Background: an optimization exercise with open tools, aiming at small area, a short achievable clock period and few clock cycles per item. Do not read the settings as production practice. In this exercise RTL edits were held to simulation tests only and were not proved equivalent to the original. Power figures rest on the tool's default switching activity, not on a simulated workload.

## conv_top
module conv_top(clk, rst, start, image, filter, ready, result);
For scale: about 240 I/O pins, roughly 24000 um2 of cells after synthesis.
clock: 7.0 ns
lec_check: 0
cap_margin: 20
cell_pad_in_sites_global_placement: 1
core_margin: 2
core_utilization: 35
gpl_timing_driven: 1
place_density: 0.5
setup_slack_margin: 2.25
slew_margin: 20
synth_hierarchical: 1
standard.sh (not shown) runs the stock make flow with config.mk's settings and CLKGATE_MAP_FILE= SYNTH_SCRIPT=/design/flow/synth_recipe.tcl, a recipe that flattens the netlist after the stock synthesis.
==> flow/flow/run.sh <==
#!/bin/bash
# Own flow: the standard layout (standard.sh), except that the port
# buffers use sky130_fd_sc_hd__buf_2 instead of the resizer's default delay
# buffer. Every input and output port still gets its own buffer.
set -euo pipefail
export BUFFER_PORTS_ARGS="-buffer_cell sky130_fd_sc_hd__buf_2"
bash standard.sh > standard.log 2>&1
Testbench counts at the start, summed over its fixed seeds: cycles 1,024, items 1,024.
Edit:
SETUP_SLACK_MARGIN = 2.5   (was 2.25)
The changed run ran to the end with no violations.
Wire length grows by about 4%.
Area after synthesis stays the same.
Cell area grows by 6.7%.

run 1:
Another version of the RTL of conv_top (not shown whole).
For scale: roughly 2,100 cells after synthesis, roughly 120 flip-flops, about 25,000 µm² of cells after synthesis.
## conv_top
module conv_top(clk, rst, start, image, filter, ready, result);
  input clk, rst, start;
  input [127:0] image;
  input [71:0] filter;
  output ready;
  output [31:0] result;
  reg [119:0] st_q;
  wire t0_g0 = filter[1] & filter[0];
  wire t0_p7;
  xor_cell ut0_p7(.a(filter[1]), .b(filter[0]), .y(t0_p7));
  wire t0_g1 = filter[2] & filter[1];
  wire t0_p8;
  xor_cell ut0_p8(.a(filter[2]), .b(filter[1]), .y(t0_p8));
  wire t0_g2 = filter[3] & filter[2];
  wire t0_p9;
  xor_cell ut0_p9(.a(filter[3]), .b(filter[2]), .y(t0_p9));
  wire t0_g3 = filter[4] & filter[3];
  wire t0_p10;
  xor_cell ut0_p10(.a(filter[4]), .b(filter[3]), .y(t0_p10));
  wire t0_g4 = filter[5] & filter[4];
  wire t0_p11;
  xor_cell ut0_p11(.a(filter[5]), .b(filter[4]), .y(t0_p11));
  wire t0_g5 = filter[6] & filter[5];
  wire t0_p12;
  xor_cell ut0_p12(.a(filter[6]), .b(filter[5]), .y(t0_p12));
  wire t0_g6 = filter[7] & filter[6];
  wire t0_p13;
  xor_cell ut0_p13(.a(filter[7]), .b(filter[6]), .y(t0_p13));
  wire ao16;
  ao21_cell uao16(.a(t0_g1), .b(t0_p8), .c(t0_g0), .y(ao16));
  wire t0_P15 = t0_p8 & t0_p7;
  wire ao19;
  ao21_cell uao19(.a(t0_g3), .b(t0_p10), .c(t0_g2), .y(ao19));
  wire t0_P18 = t0_p10 & t0_p9;
  wire ao22;
  ao21_cell uao22(.a(t0_g5), .b(t0_p12), .c(t0_g4), .y(ao22));
  wire t0_P21 = t0_p12 & t0_p11;
  wire ao25;
  ao21_cell uao25(.a(t0_g2), .b(t0_p9), .c(ao16), .y(ao25));
  wire t0_P24 = t0_p9 & t0_P15;
  wire ao28;
  ao21_cell uao28(.a(ao19), .b(t0_P18), .c(ao16), .y(ao28));
  wire t0_P27 = t0_P18 & t0_P15;
  wire ao31;
  ao21_cell uao31(.a(t0_g6), .b(t0_p13), .c(ao22), .y(ao31));
  wire t0_P30 = t0_p13 & t0_P21;
  wire ao34;
  ao21_cell uao34(.a(t0_g4), .b(t0_p11), .c(ao28), .y(ao34));
  wire t0_P33 = t0_p11 & t0_P27;
  wire ao37;
  ao21_cell uao37(.a(ao22), .b(t0_P21), .c(ao28), .y(ao37));
  wire t0_P36 = t0_P21 & t0_P27;
  wire ao40;
  ao21_cell uao40(.a(ao31), .b(t0_P30), .c(ao28), .y(ao40));
  wire t0_P39 = t0_P30 & t0_P27;
  wire t0_s41 = t0_p7;
  wire t0_s42;
  xor_cell ut0_s42(.a(t0_p8), .b(t0_g0), .y(t0_s42));
  ...
Settings: LEC_CHECK=0, CAP_MARGIN=20, CELL_PAD_IN_SITES_GLOBAL_PLACEMENT=1, CORE_MARGIN=2, CORE_UTILIZATION=35, GPL_TIMING_DRIVEN=1, PLACE_DENSITY=0.5, SETUP_SLACK_MARGIN=2.25, SLEW_MARGIN=20, SYNTH_HIERARCHICAL=1; clock period 7.0 ns.
Scripts as last shown in full above: flow/flow/run.sh
Testbench counts of run 1, summed over its fixed seeds: cycles 1,024, items 1,024.
[inputs] run 2 vs run 1
- a change of SETUP_SLACK_MARGIN from 2.25 to 2.0
- a change of GPL_TIMING_DRIVEN from 1 to 0
==> flow/run.sh (new file) <==
#!/bin/bash
# synth_recipe.tcl (not shown) runs the flow's synth.tcl, then flattens the netlist and writes it again
# the make line also repeats each setting of config.mk as NAME=value (left out here)
make -C /OpenROAD-flow-scripts/flow DESIGN_CONFIG=/design/flow/config.mk WORK_HOME=/design/flow/orfs CLKGATE_MAP_FILE= SYNTH_SCRIPT=/design/flow/synth_recipe.tcl finish
removed: flow/flow/run.sh
removed: flow/standard.sh
Findings:
Critical path startpoint: image[34] -> run 2, filter[66] -> run 1
Note that the sum of met3 wire segment lengths after detailed routing recorded for run 1 amounts to 0.931 times the value seen in run 2.
The final-layout clock-cell area share reported for run 2 is smaller than that of run 1 by 0.23 points.
Going from run 1 to run 2, vias per cell went up; clock group total power went down; design area went up.
Re number of nets produced by synthesis: no difference whatsoever between run 2 and run 1.
Diff run 1 -> run 2: setup slack lost 300 ps; signed area change from the synthesized netlist to the final layout picked up an extra 9.5 points.
[inputs] run 3 vs run 2
- GPL_TIMING_DRIVEN now 1, was 0
==> flow/flow/run.sh (new file) <==
#!/bin/bash
# Own flow: the standard layout (standard.sh), except that the port
# buffers use sky130_fd_sc_hd__buf_2 instead of the resizer's default delay
# buffer. Every input and output port still gets its own buffer.
set -euo pipefail
export BUFFER_PORTS_ARGS="-buffer_cell sky130_fd_sc_hd__buf_2"
bash standard.sh > standard.log 2>&1
==> flow/standard.sh (new file) <==
#!/bin/bash
# synth_recipe.tcl (not shown) runs the flow's synth.tcl, then flattens the netlist and writes it again
# the make line also repeats each setting of config.mk as NAME=value (left out here)
make -C /OpenROAD-flow-scripts/flow DESIGN_CONFIG=/design/flow/config.mk WORK_HOME=/design/flow/orfs CLKGATE_MAP_FILE= SYNTH_SCRIPT=/design/flow/synth_recipe.tcl "${@:-finish}"
removed: flow/run.sh
Clock network area share delta for run 3 relative to run 2: 0.20 points higher. Going from run 2 to run 3, final critical path time including I/O delays and setup shrinks by 25 ps. Run 3 vs. run 2: sequential power went up by about 3%. Run 3 ended up with a lower area of combinational cells with multiple inputs than run 2 did. On run 3: area growth from synthesis to layout is 12 points lower than what run 2 gave. In run 3 the transition time of the tightest slew-check pin turned out 190 ps lower than in run 2. Via count: run 3 vs run 2 up 143. Going from run 2 to run 3, share of the core filled with cells dropped 4.4 points, final worst-path setup slack climbed 25 ps.
--- input diff run 3..run 4 ---
- swapping 2.0 for 2.5 in SETUP_SLACK_MARGIN
- swapping 1 for 0 in GPL_TIMING_DRIVEN
==> comparison <==
Diff run 3 -> run 4: met3 global-route usage has increased, iteration count of the initial detailed-routing pass has increased.
For the routability congestion estimate from global placement, run 4 came in 1.8% lower than run 3 did.
Run 4: share of final layout cell area taken by clock buffers and inverters 0.31 points below run 3
| via count of the routed design | higher: run 4 |
In the reports for run 4 and run 3, the smaller fraction of area in registers belongs to run 4.
Power: run 4 draws more than run 3
met2 track demand over resource for run 4 is higher than for run 3.
Run 3 → run 4: detailed-route wire length on metal 1 has increased, final instance area increased 4200 µm², combinational power increased by about 23% relative to the old numbers.

## port drivers added, routing unchanged
The results above use ideal ports. As a check the final layouts listed here were re-extracted and re-timed, cells and wires unchanged. Step 1, drivers: a clkbuf_16 drives clk and a buf_2 each remaining input, both assumed. Step 2 moves the port delays by t, midway between the first and last clock arrival at a register: inputs arrive t later, outputs are due t later. That takes back most of the time a late clock gives input paths. Three values: ideal, step 1, step 2; two values: the first two.
| run | t, ns | setup slack, ns | worst data-port slew with drivers (ns) |
|---|---|---|---|
| the first run of note 1 | 0.467 | 2.136 / 2.110 / 1.643 | 0.24 |
| the second run of note 1 | 0.467 | 2.120 / 2.106 / 1.640 | 0.25 |
| run 1 | 0.548 | 2.137 / 2.061 / 1.513 | 0.23 |
| run 2 | 0.556 | 1.834 / 1.865 / 1.308 | 0.08 |
| run 3 | 0.548 | 1.859 / 1.895 / 1.347 | 0.05 |
| run 4 | 0.556 | 1.906 / 1.800 / 1.244 | 0.29 |
After both steps setup and hold are still met in every run listed. For run 4, which loses most, drivers alone change the setup slack by -0.106 ns; drivers and shift together by -0.662 ns.
